This is an optimization exercise on Yosys and OpenROAD, whose aim is small area, a short achievable clock period and few clock cycles, not a production implementation. Where RTL was checked, it was by simulation tests only, not by an equivalence proof against the original. Power and IR drop assume default switching activity.

Setup of trial 43:
// top
module top (
    input         clk_i,
    input         rst_i,
    input  [7:0]  addr_i,
    input  [31:0] data_i,
    input         wr_vi,
    output [31:0] data_o
);
Size: roughly 6600 cells after synthesis, ~1600 flip-flops, about 75 I/O pins.
==> flow/config.mk <==
export PLATFORM = sky130hd
export DESIGN_NAME = top
export DESIGN_NICKNAME = top
export VERILOG_FILES = /design/flow/design.v
export SDC_FILE = /design/flow/constraint.sdc
export NUM_CORES = 8
export LEC_CHECK = 0
export CAP_MARGIN = 20
export CORE_MARGIN = 2
export CORE_UTILIZATION = 55
export CTS_CLUSTER_DIAMETER = 80
export CTS_CLUSTER_SIZE = 25
export PLACE_DENSITY = 0.7
export SETUP_SLACK_MARGIN = 3.7
export SLEW_MARGIN = 20
export SYNTH_HIERARCHICAL = 1
export SYNTH_MINIMUM_KEEP_SIZE = 0
==> flow/constraint.sdc <==
create_clock -name core_clock -period 6.5 [get_ports {clk_i}]
set_input_delay 1.3000 -clock core_clock [delete_from_list [all_inputs] [get_ports {clk_i}]]
set_output_delay 1.3000 -clock core_clock [all_outputs]
set_load 0.01 [all_outputs]
run.sh (not shown) runs the stock make flow with config.mk's settings and CLKGATE_MAP_FILE= SYNTH_SCRIPT=/design/flow/synth_recipe.tcl, a recipe that flattens the netlist after the stock synthesis.
Testbench counts of trial 43, summed over its fixed seeds: cycles 13,056.
diff inputs: trial 43 => trial 29
diff --git a/flow/design.v b/flow/design.v
--- a/flow/design.v
+++ b/flow/design.v
@@ -80,18 +80,23 @@
         r[3*t+1] = bx[2*t+1] ^ bx[2*t];
         r[3*t]   = (bx[2*t+2] & ~bx[2*t+1] & ~bx[2*t]) | (~bx[2*t+2] & bx[2*t+1] & bx[2*t]);
     end
     booth_enc = r;
 endfunction
 wire [3:0] oh_i = (op_x ? 4'b1 << a[3:2] : 4'd0) | ri_oh;
 wire [3:0] oh_k = (op_x ? 4'b1 << a[1:0] : 4'd0) | rk_oh;
 logic [8:0] roww [4];
 logic [8:0] xval;
+logic [143:0] wflat;
+wire  [59:0]  opd;
+always_comb
+    for (int n = 0; n < 16; n++) wflat[9*n +: 9] = W[n];
+opsel_m u_opsel (.w(wflat), .oh_i(oh_i), .oh_k(oh_k), .bd(opd));
 always_comb begin
     xval = '0;
     for (int e = 0; e < 4; e++) begin
         logic [8:0] rx;
         roww[e] = '0;
         rx = '0;
         for (int r = 0; r < 4; r++) begin
             roww[e] = roww[e] | (W[4*r+e] & {9{oh_i[r]}});
             rx = rx | (X[4*r+e] & {9{ri_oh[r]}});
@@ -105,25 +110,20 @@
 reg [3:0]  sa_k;           
 always_ff @(posedge clk_i or negedge rst_i)
     if (!rst_i) sa_v <= 1'b0;
     else        sa_v <= op_x | rc_op;
 always_ff @(posedge clk_i) begin
     logic [8:0] d;
     d = rc_op ? xval : data_i[8:0];
     sa_d <= {d[8], d};
     sa_k <= oh_k;
-    for (int m = 0; m < 4; m++) begin
-        logic [8:0] b;
-        b = '0;
-        for (int e = 0; e < 4; e++)
-            b = b | (roww[e] & {9{oh_k[(m - e) & 3]}});
-        sa_bd[m] <= booth_enc(b);
-    end
+    for (int m = 0; m < 4; m++)
+        sa_bd[m] <= opd[15*m +: 15];
 end
 function automatic logic [39:0] mul_cs(input logic [9:0] d, input logic [14:0] bd);
     logic [19:0] rows [5];
     logic [19:0] nk;
     logic [19:0] s1, c1, s2, c2, s3, c3, s4, c4;
     nk = 20'hAAC00;                        
     for (int t = 0; t < 5; t++) begin
         logic [10:0] xm, rw;
         xm = bd[3*t+1] ? {d[9], d} : bd[3*t] ? {d, 1'b0} : 11'd0;
@@ -235,20 +235,25 @@
         end
     end
 always_comb
     for (int m = 0; m < 4; m++) begin
         chsel[m] = '0;
         for (int e = 0; e < 4; e++)
             chsel[m] = chsel[m] | (C[lane_addr(m, e)][31:20] & {12{chiv[e]}});
     end
 reg [31:0] dout;
+logic [511:0] cflat;
+wire  [31:0]  dnext;
+always_comb
+    for (int n = 0; n < 16; n++) cflat[32*n +: 32] = C[n];
+rdmux_m u_rd (.c(cflat), .rd(op_rd), .a(a), .idle(idle_next), .d(dnext));
 always_ff @(posedge clk_i)
-    dout <= op_rd ? C[a] : {31'd0, idle_next};
+    dout <= dnext;
 assign data_o = dout;
 endmodule
 module mul_cs_m (input [9:0] d, input [14:0] bd, output [39:0] sc);
     logic [19:0] rows [5];
     logic [19:0] nk;
     logic [19:0] s1, c1, s2, c2, s3, c3, s4, c4;
     always_comb begin
         nk = 20'hAAC00;                    
         for (int t = 0; t < 5; t++) begin
@@ -273,9 +278,48 @@
 module add20_m (input [19:0] a, input [19:0] b, output [19:0] s);
     assign s = a + b;
 endmodule
 module add21_m (input [19:0] a, input [19:0] b, output [20:0] s);
     assign s = {1'b0, a} + {1'b0, b};
 endmodule
 module hiadj_m (input [11:0] ch, input [1:0] adj, output [11:0] s);
     assign s = adj[1] ? ch - 12'd1 : adj[0] ? ch + 12'd1 : ch;
 endmodule
+module opsel_m (input [143:0] w, input [3:0] oh_i, input [3:0] oh_k, output [59:0] bd);
+    function automatic logic [14:0] benc(input logic [8:0] b);
+        logic [10:0] bx;
+        logic [14:0] r;
+        bx = {b[8], b, 1'b0};
+        for (int t = 0; t < 5; t++) begin
+            r[3*t+2] = bx[2*t+2];
+            r[3*t+1] = bx[2*t+1] ^ bx[2*t];
+            r[3*t]   = (bx[2*t+2] & ~bx[2*t+1] & ~bx[2*t]) | (~bx[2*t+2] & bx[2*t+1] & bx[2*t]);
+        end
+        benc = r;
+    endfunction
+    logic [8:0]  roww [4];
+    logic [59:0] r;
+    always_comb begin
+        for (int e = 0; e < 4; e++) begin
+            roww[e] = '0;
+            for (int i = 0; i < 4; i++)
+                roww[e] = roww[e] | (w[9*(4*i+e) +: 9] & {9{oh_i[i]}});
+        end
+        for (int m = 0; m < 4; m++) begin
+            logic [8:0] b;
+            b = '0;
+            for (int e = 0; e < 4; e++)
+                b = b | (roww[e] & {9{oh_k[(m - e) & 3]}});
+            r[15*m +: 15] = benc(b);
+        end
+    end
+    assign bd = r;
+endmodule
+module rdmux_m (input [511:0] c, input rd, input [3:0] a, input idle, output [31:0] d);
+    logic [31:0] v;
+    always_comb begin
+        v = {31'd0, idle & ~rd};
+        for (int n = 0; n < 16; n++)
+            v = v | (c[32*n +: 32] & {32{rd && a == n}});
+    end
+    assign d = v;
+endmodule
## What came out
Trial 29 | stages: all done | timing, DRC, antenna: all pass
The higher total power came out of trial 29.
Maximum clock rate: trial 29 > trial 43
Trial 43 ended up with more cell instances than trial 29 did.
Final critical-path required period in trial 29 is 0.022 ns lower than in trial 43
Compared with trial 43, trial 29 shows a combinational share of power that is 1.0 points higher.
Between trial 29 and trial 43, the difference in sequential cell area is negligible.
Summary of trial 29 over trial 43: cell area went down 0.85%; smallest setup slack after layout went up 0.022 ns; share of cells above drive strength 1 went up 0.59 points; final sequential cell count held.
Testbench counts of trial 29, summed over its fixed seeds: cycles 13,056.

* * *

## east
top, a different RTL version from the one above (not shown whole).
Size: roughly 6600 cells after synthesis, roughly 1700 flip-flops.
clock: 6.5 ns
lec_check: 0
cap_margin: 20
core_margin: 2
core_utilization: 55
cts_cluster_diameter: 80
cts_cluster_size: 25
place_density: 0.7
setup_slack_margin: 3.7
slew_margin: 20
synth_hierarchical: 1
synth_minimum_keep_size: 0
> inputs changed (east -> north)
--- a/flow/design.v
+++ b/flow/design.v
@@ -9,33 +9,13 @@
 wire       op_w  = wr_vi & ~addr_i[7] & ~addr_i[6];  
 wire       op_x  = wr_vi & ~addr_i[7] &  addr_i[6];  
 wire       op_c  = wr_vi &  addr_i[7] & ~addr_i[6];  
 wire       op_st = wr_vi &  addr_i[7] &  addr_i[6];  
 wire       op_rd = addr_i[7] & ~addr_i[6];           
 wire [3:0] a     = addr_i[3:0];
-reg        pw_w, pw_x, pw_c;
-reg [3:0]  pw_a;
-reg [15:0] pw_oh;
-reg [31:0] pw_d;
-reg        clr;                                      
-always_ff @(posedge clk_i or negedge rst_i)
-    if (!rst_i) begin
-        pw_w <= 1'b0;
-        pw_x <= 1'b0;
-        pw_c <= 1'b0;
-    end else begin
-        pw_w <= op_w;
-        pw_x <= op_x;
-        pw_c <= op_c;
-    end
-always_ff @(posedge clk_i) begin
-    pw_a  <= a;
-    pw_oh <= 16'b1 << a;
-    pw_d  <= data_i;
-    clr   <= ~rst_i;
-end
+wire       clr   = ~rst_i;                           
 reg [8:0] W [16];
 reg [8:0] X [16];
 reg [15:0] xv;
 reg        pok;
 wire       fast = pok & (&xv);
 reg        rc;
@@ -66,19 +46,18 @@
         end else if (op_x) begin
             xv[a] <= 1'b1;
             if (xv[a]) pok <= 1'b0;
         end else if (op_w) begin
             if (|(xv & (16'hF << {a[3:2], 2'b00}))) pok <= 1'b0;
         end
-        if (op_x & pw_w & (pw_a[3:2] == a[3:2])) pok <= 1'b0;
     end
 wire idle_next = ~(op_st | rc | q[1] | q[2] | q[3] | q[4] | q[5] | q[6]);
 always_ff @(posedge clk_i)
     for (int n = 0; n < 16; n++) begin
-        if (clr | (pw_w & pw_oh[n])) W[n] <= pw_d[8:0] & {9{~clr}};
-        if (clr | (pw_x & pw_oh[n])) X[n] <= pw_d[8:0] & {9{~clr}};
+        if (clr | (op_w & a == n)) W[n] <= data_i[8:0] & {9{rst_i}};
+        if (clr | (op_x & a == n)) X[n] <= data_i[8:0] & {9{rst_i}};
     end
 reg [3:0] ri_oh, rk_oh;         
 always_ff @(posedge clk_i or negedge rst_i)
     if (!rst_i) begin
         rc_op <= 1'b0;
         ri_oh <= '0;
@@ -238,23 +217,23 @@
     for (int m = 0; m < 4; m++)
         adj[m] <= {~lsum[m][20] & pr[m][19], lsum[m][20] & ~pr[m][19]};
 always_ff @(posedge clk_i)
     for (int m = 0; m < 4; m++)
         for (int e = 0; e < 4; e++)
             if (clr | pzl & (cwrv[e] | ~cwrl) | (sc_v & sc_k[e]))
-                P[lane_addr(m, e)] <= lsum[m][19:0] & {20{~clr & ~pzl}};
+                P[lane_addr(m, e)] <= lsum[m][19:0] & {20{rst_i & ~pzl}};
 always_ff @(posedge clk_i)
     for (int m = 0; m < 4; m++) begin
         logic [19:0] dlo;
         logic [11:0] dhi;
-        dlo = cwrl ? lsum[m][19:0] : pw_d[19:0] & {20{~clr}};
-        dhi = chil ? hiw[m] : pw_d[31:20] & {12{~clr}};
+        dlo = cwrl ? lsum[m][19:0] : data_i[19:0] & {20{rst_i}};
+        dhi = chil ? hiw[m] : data_i[31:20] & {12{rst_i}};
         for (int e = 0; e < 4; e++) begin
-            if (clr | cwrv[e] | (pw_c & pw_oh[lane_addr(m, e)]))
+            if (clr | cwrv[e] | (op_c && a == lane_addr(m, e)))
                 C[lane_addr(m, e)][19:0] <= dlo;
-            if (clr | chiv[e] | (pw_c & pw_oh[lane_addr(m, e)]))
+            if (clr | chiv[e] | (op_c && a == lane_addr(m, e)))
                 C[lane_addr(m, e)][31:20] <= dhi;
         end
     end
 always_comb
     for (int m = 0; m < 4; m++) begin
         chsel[m] = '0;
@@ -263,14 +242,13 @@
     end
 reg [31:0] dout;
 logic [511:0] cflat;
 wire  [31:0]  dnext;
 always_comb
     for (int n = 0; n < 16; n++) cflat[32*n +: 32] = C[n];
-rdmux_m u_rd (.c(cflat), .rd(op_rd), .a(a), .idle(idle_next),
-              .fw(pw_c), .fa(pw_a), .fd(pw_d), .d(dnext));
+rdmux_m u_rd (.c(cflat), .rd(op_rd), .a(a), .idle(idle_next), .d(dnext));
 always_ff @(posedge clk_i)
     dout <= dnext;
 assign data_o = dout;
 endmodule
 module mul_cs_m (input [9:0] d, input [14:0] bd, output [39:0] sc);
     logic [19:0] rows [5];
@@ -333,17 +311,15 @@
                 b = b | (roww[e] & {9{oh_k[(m - e) & 3]}});
             r[15*m +: 15] = benc(b);
         end
     end
     assign bd = r;
 endmodule
-module rdmux_m (input [511:0] c, input rd, input [3:0] a, input idle,
-                input fw, input [3:0] fa, input [31:0] fd, output [31:0] d);
+module rdmux_m (input [511:0] c, input rd, input [3:0] a, input idle, output [31:0] d);
     logic [31:0] v;
     always_comb begin
-        if (rd && fw && fa == a) v = fd;
-        else v = {31'd0, idle & ~rd};
+        v = '0;
         for (int n = 0; n < 16; n++)
-            v = v | (c[32*n +: 32] & {32{rd && a == n && !(fw && fa == a)}});
+            v = v | (c[32*n +: 32] & {32{a == n}});
     end
-    assign d = v;
+    assign d = rd ? v : {31'd0, idle};
 endmodule
Notes after the runs:
- Looking at reported leakage power, north sits 4.0% lower than east does.
- north ends up with a part of the cycle the worst path needs that is 2.6 points lower than in east.
- Number of well taps of north falls short of that of east slightly.
- Fraction of met1 tracks used by global routing was higher in east than in north.
- Maximum ir drop on the vdd rail for north: 0.99% up relative to east
- north falls short of east in relative max-transition margin.
Function was not checked in any run of this note: the RTL went through the layout flow alone.

re-timing with driven ports:
Ports are ideal in the flow. The routed layouts listed here were re-timed in OpenROAD.
Step 1 assumes that a clkbuf_16 drives the clock port and a buf_2 every other input.
Step 2 times the ports against the registers' clock, not the clock port: input delays grow and output delays shrink by t, the midpoint of the rising clock arrivals with the driver on.
a / b / c = ideal ports / drivers / drivers and shift; a / b = the first two.
| run | shift t [ns] | setup WS [ns] | worst hold slack (ns) | worst register clock-pin slew, ns | cell pins on the clock port's net |
|---|---|---|---|---|---|
| trial 43 | 0.806 | 3.601 / 3.614 / 2.808 | 0.369 / 0.369 / 0.369 | 0.11 / 0.11 | 1 |
| trial 29 | 0.808 | 3.623 / 3.469 / 2.661 | 0.369 / 0.369 / 0.369 | 0.11 / 0.11 | 1 |
| east | 0.831 | 3.393 / 3.393 / 2.788 | 0.358 / 0.358 / 0.358 | 0.11 / 0.11 | 1 |
| north | 0.832 | 3.559 / 3.346 / 2.514 | 0.344 / 0.344 / 0.344 | 0.11 / 0.11 | 1 |
After both steps setup and hold are still met in every run listed. The setup slack of north, which loses most, moves by -0.213 ns with the drivers and by -1.045 ns with both steps.
